This is an optimization exercise on Yosys and OpenROAD, whose aim is small area, a short achievable clock period and few clock cycles per item, not a production implementation. Function was checked by simulation only, so behaviour that the tests miss may differ from the original.

==> flow/design.v, too long to show whole: its modules and the start of the top module <==
// module lzc: 22 lines
// module gen_lzc: 25 lines
// module lzc_4: 10 lines
// module int_div: 122 lines
// module ks_sub: 36 lines
// module ks_add: 34 lines
// module int_sqrt: 90 lines
// module fp_rnd: 240 lines
// module fp_add_head: 168 lines
// module fp_add_spec: 160 lines
// module fp_add_tail: 141 lines
// module fp_mul_head: 130 lines
// module fp_mul_tail: 174 lines
// module mul24: 1955 lines
// module fp_fma_s2: 291 lines
// module fp_fma_tail: 186 lines
// module fp_fma_add_head: 302 lines
// module fma_addsub: 35 lines
// module fp_div: 225 lines
// module fp_div_tail: 124 lines
// module fp_sqrt: 189 lines
// module fp_i2f: 155 lines
// module fp_f2i: 229 lines
// module fp_cmp: 154 lines
// module fp_classify: 113 lines
// module f2d: 146 lines
// module d2f: 153 lines
// module fp_top: 866 lines
module fp_top
#(
    parameter fp_pkg::fp_format_e  FP_FORMAT   = fp_pkg::FP32,
    parameter fp_pkg::int_format_e INT_FORMAT  = fp_pkg::INT32,
    parameter logic        RISCV_MODE  = 1'b0
)
(
    input clk_i,
    input rst_i,
    input start_i,
    output logic ready_o,
    input [63:0] a_i,
    input [63:0] b_i,
    input [63:0] c_i,
    input fp_pkg::roundmode_e rnd_i,
    input fp_pkg::float_op_e op_i,
    input [1:0] op_modify_i,
    output logic [63:0] result_o,
    output logic valid_o,
    output fp_pkg::status_t flags_o
);
  // ...
==> flow/run.sh <==
#!/bin/bash
# synth_recipe.tcl (not shown) runs the flow's synth.tcl, then flattens the netlist and writes it again
# the make line also repeats each setting of config.mk as NAME=value (left out here)
make -C /OpenROAD-flow-scripts/flow DESIGN_CONFIG=/design/flow/config.mk WORK_HOME=/design/flow/orfs CLKGATE_MAP_FILE= SYNTH_SCRIPT=/design/flow/synth_recipe.tcl finish
==> flow/config.mk <==
export PLATFORM = sky130hd
export DESIGN_NAME = fp_top
export DESIGN_NICKNAME = fp_top
export VERILOG_FILES = /design/flow/design.v
export SDC_FILE = /design/flow/constraint.sdc
export NUM_CORES = 8
export LEC_CHECK = 0
export ABC_AREA = 1
export CAP_MARGIN = 20
export CORE_MARGIN = 2
export CORE_UTILIZATION = 40
export SETUP_SLACK_MARGIN = 5
export SLEW_MARGIN = 20
==> flow/constraint.sdc <==
create_clock -name core_clock -period 20.0 [get_ports {clk_i}]
set_input_delay 4.0000 -clock core_clock [delete_from_list [all_inputs] [get_ports {clk_i}]]
set_output_delay 4.0000 -clock core_clock [all_outputs]
set_load 0.01 [all_outputs]
==> metrics.md, run 1 <==
| Metric | Value |
|---|---|
| Crit path capture type | output port |
| Hold slack | 0.344 ns |
| Post-route clock skew | 0.0732 ns |
| CP endpoint | result_o[7] |
| Status | finished clean |
| Die footprint | 284,000 sq um |
| Remaining antenna violation count | 0 |
| Post-synthesis mux area share | 1.05% |
| Most common cell in the netlist | nand2_1 |
| Largest registers | f_aurpr_mant_q x53, m_prod_q x48, urnd_q x38 |
| Final setup fails | 0 |
| Unique masters post-synth | 94 |
| Share of layout cells above drive strength 1 | 5.79% |
| Levels on crit path | 51 |
| Final Cycle Share | 73.3% |
| ClkCell Share | 2.30% |
| Seq/Total Area, Yosys | 11.7% |
| Clk slew on worst S/H paths | 0.08 ns |
| Seq cells | 639 |
| Slew headroom | 16.0% |
| Worst Hold Endpoint | int_div_inst.n_q[27] |
| Cell group occupying the most layout area | multi-input combinational cells |
| Register area | 13,100 sq um |
| H-tree level count | 3 |
Testbench counts, summed over its fixed seeds: cycles 35,466, ops 24,000.
==> run 2: changes to the inputs <==
==> flow/flow/run.sh (new file) <==
#!/bin/bash
set -euo pipefail
bash standard.sh SETUP_SLACK_MARGIN=7 finish > flow_make.log 2>&1
==> flow/standard.sh (new file) <==
#!/bin/bash
# synth_recipe.tcl (not shown) runs the flow's synth.tcl, then flattens the netlist and writes it again
# the make line also repeats each setting of config.mk as NAME=value (left out here)
make -C /OpenROAD-flow-scripts/flow DESIGN_CONFIG=/design/flow/config.mk WORK_HOME=/design/flow/orfs CLKGATE_MAP_FILE= SYNTH_SCRIPT=/design/flow/synth_recipe.tcl "${@:-finish}"
removed: flow/run.sh
==> run 2 against run 1 <==
Register-to-register slack improved by 1.7 ns. Hold slack improved by 0.0028 ns. Critical path depth rose by 6. Via count rose by 1.8%. Cell area grew 4.8%. Sequential share of layout area shrank 0.43 points. Clock-buffer cell count unchanged. Non-clock buffer count increased by 292. Sequential cell count unchanged.
==> metrics.md, run 2 <==
| Metric | Value |
|---|---|
| Status | finished clean |
| Crit path capture type | output port |
| Starting Density | 40.2% |
| Worst path required time | 16.00 ns |
| Setup crit start | m_a_q[14] |
| Syn nets | 19,859 |
| Post-synth EDFFs | 24 |
| Ranking of synthesized cells by instance count | nand2_1 (4,310), inv_1 (2,349), o21ai_0 (1,988) |
| Fin util | 45.8% |
| Post-route clock skew | 0.0783 ns (+0.00515 ns) |
| Clk slew on worst S/H paths | 0.08 ns (about the same) |
| I/O pin total | 275 |
| Fin. Hold Viols | 0 |
| H-tree level count | 3 (unchanged) |
| Synth Cell Area | 112,000 sq um |
| Worst-Margin Slew | 1.24 ns |
| Hold Crit Start | int_div_inst.n_q[20] |
| Seq/Total Area, Yosys | 11.7% (unchanged) |
| Vias in the first global route | 120,373 |
| Count of pins over their slew limit | 0 |
| Initial antenna violation count | 42 |
| DRT Pass-1 Iters | 10 |
| Share of layout cells above drive strength 1 | 10.1% (+4.3 points) |
| Clock tree buffer depth | 3 |
| Initial drt markers | 17,515 |
| Final Cycle Share | 66.8% (-6.5 points) |
| Core area | 279,000 sq um |
| Top FF cell, synth | dfxtp_1 |
| Top cell type's share of synthesized area | 14.4% |
| Placed Cells | 21,787 |
| Flop and latch count out of synthesis | 639 |
| Max Cap Viol | 0 |
| Wire length of the first global-routing pass | 812,000 um |
| Total GRT Usage | 37.9% |
| Drt drc | 0 |
| Slowest stage delay, CP | 0.45 ns |
| Row count | 194 |
| RSZ-0062 raised after global routing | yes |
| Most common cell on crit path | buf_6 |
| Clock Sink Count | 639 |
| Drt wl/cell | 25.4 um |
| Most common cell in the netlist | nand2_1 |
| Avg Cell Area, Syn | 6.07 sq um |
| Max Fclk | 0.0749 GHz |
| Shortest period the worst path allows | 13.35 ns |
| Worst Hold Class | reg2reg |
| Leading cell types in the layout, fill and taps excluded | nand2_1 (4,222), inv_1 (2,249), o21ai_0 (1,853) |
| Reg with most FFs | f_aurpr_mant_q |
| Vias | 132,790 |
| CTS tree | done |
| DP Wirelength | 434,000 um |
| Synth area leaders | nand2_1 (14%), dfxtp_1 (11%), o21ai_0 (8.9%) |
| Final #Nets | 19,925 |
| Die footprint | 284,000 sq um (unchanged) |
| Largest net degree at the start of global routing | 76 |
| Largest registers | f_aurpr_mant_q x53, m_prod_q x48, urnd_q x38 |
| Final setup fails | 0 (unchanged) |
| Post-route insts no fill | 22,381 |
| Most common cell after layout, fill and taps aside | nand2_1 |
| Reg-to-reg startpoint | m_b_q[18] |
| Total Wirelength | 568,000 um |
| Routed vias/inst | 5.93 |
| Global route overflow | 0 |
| Critical-path top delay cell | fa_1 |
| Die Wd | 533 um |
| Slew headroom | 16.2% (+0.24 points) |
| Total negative slack | 0 ns |
| Cell taking the most area after synthesis | nand2_1 |
| Max FFs per register | 53 |
| Area Overhead vs Synth | 14.1% |
| Critical path class | reg2out |
| Syn. warnings | 54 |
| Setup crit start kind | register |
| Remaining antenna violation count | 0 (unchanged) |
| Asr flop ratio synth | 2.97% |
| Total CTS buffers | 81 |
| Mapped Cells | 18,480 |
| Root Driver | clkbuf_16 |
| CP arrival | 9.35 ns |
| Unique masters post-synth | 94 (unchanged) |
| Clk latency of the worst-skew pair | 0.79 ns |
| Final GP Congestion | 1.10 |
| Die height | 533 um |
| Crit-path max FO | 5 |
| Cts hold-fix bufs | 0 |
| Port bufs | 210 |
==> run 2: cell counts after synthesis <==
No cell type changed its count.
==> run 2: worst max-delay path: cells and delay by family (launching register included) <==
| family | cells | cell delay [ns] |
|---|---|---|
| xor+xnor | 1 | 0.21 |
| buf+inv | 22 | 2.44 |
| simple gates | 15 | 1.93 |
| compound gates | 14 | 2.28 |
| fa+ha+maj | 5 | 1.29 |
| flops | 1 | 0.39 |
==> run 2: area by class of cell <==
cell class / instances / area (sq um)
multi-input combinational: 14400 / 88800
sequential: 639 / 13200
timing repair inverter: 16 / 100
clock buffer: 101 / 2240
antenna: 45 / 113
fill: 30179 / 151000
clock inverter: 48 / 566
timing repair buffer: 938 / 8490
inverter: 2470 / 9660
tap: 3724 / 4660
==> run 2: timing repair <==
| action | 4_1_cts | 5_1_grt |
|---|---|---|
| buffers inserted | 185 | 173 |
| setup endpoints to repair | 202 | 171 |
| pin swaps | 115 | 165 |
| gates cloned | 23 | 18 |
| gates resized for setup | 697 | 595 |
==> run 2: metal layers <==
layer	wire length, um	track usage (%)
met2	239000	57.1
met4	50800	28.0
met3	56700	7.82
met1	222000	47.6
met5	129	0
==> run 2: logic make-up (layout without fill, tap and decap cells) <==
kind of cell	Yosys count	count (layout)	share of synthesized area [%]
buffers and inverters	3452	3573	12.0
AOI/OAI and AO/OA	4463	4463	23.0
DFF	639	639	11.7
muxes	118	118	1.05
xor gates and xnor gates	813	813	6.35
and+or+nand+nor	7820	7831	29.4
other	0	45	0
adders and majority gates	1175	1175	16.4
==> run 2: path summary, 6_finish.rpt <==
| check | endpoint | slack [ns] | depth (start not counted) |
|---|---|---|---|
| worst min-delay path | int_div_inst.n_q[27] | 0.35 | 0 |
| worst max register to register | f_ashamt_q[2] | 7.39 | 64 |
| max in group asynchronous | fma_rnd_q[0] | 16.04 | 2 |
| min in group asynchronous | fp_sqrt_inst.int_sqrt_inst.cnt_q[1] | 3.61 | 2 |
| worst min register to register | int_div_inst.n_q[27] | 0.35 | 0 |
| worst max-delay path | result_o[15] | 6.65 | 57 |
==> run 2: through the flow <==
| step | worst slack [ns] | instance area (sq um) | hold WS (ns) |
|---|---|---|---|
| final | 6.65 | 128000 | 0.347 |
| after global routing | 6.41 | 128000 | 0.352 |
| after CTS | 6.88 | 124000 | 0.344 |
| after detailed placement | 3.21 | 117000 | 0.341 |
| after global placement | 3.35 | 117000 | 0.336 |
| after floorplan | 7.02 | 112000 | 0.331 |

[what the ideal ports hide]
In the flow no input, the clock included, has a driving cell. The finished layouts below were timed again as built, in two steps. Step 1 (the two cells are an assumption about what drives the block):
set clk [get_ports {clk_i}]
set_driving_cell -lib_cell sky130_fd_sc_hd__clkbuf_16 $clk
set_driving_cell -lib_cell sky130_fd_sc_hd__buf_2 [delete_from_list [all_inputs] $clk]
Step 2, shift: input delay + t, output delay - t, t = (earliest + latest rising clock arrival at the registers) / 2. This alone moves slack from input paths to output paths. Three values: no drivers, after step 1, after step 2; two values: the first two.
| run | t, ns | slack for setup (ns) | cell pins on the clock port's net |
|---|---|---|---|
| run 1 | 0.846 | 5.341 / 5.233 / 4.937 | 1 |
| run 2 | 0.858 | 6.649 / 6.537 / 6.274 | 1 |
After both steps setup and hold are still met in every run listed. For run 1, which loses most, drivers alone change the setup slack by -0.108 ns; drivers and shift together by -0.404 ns.
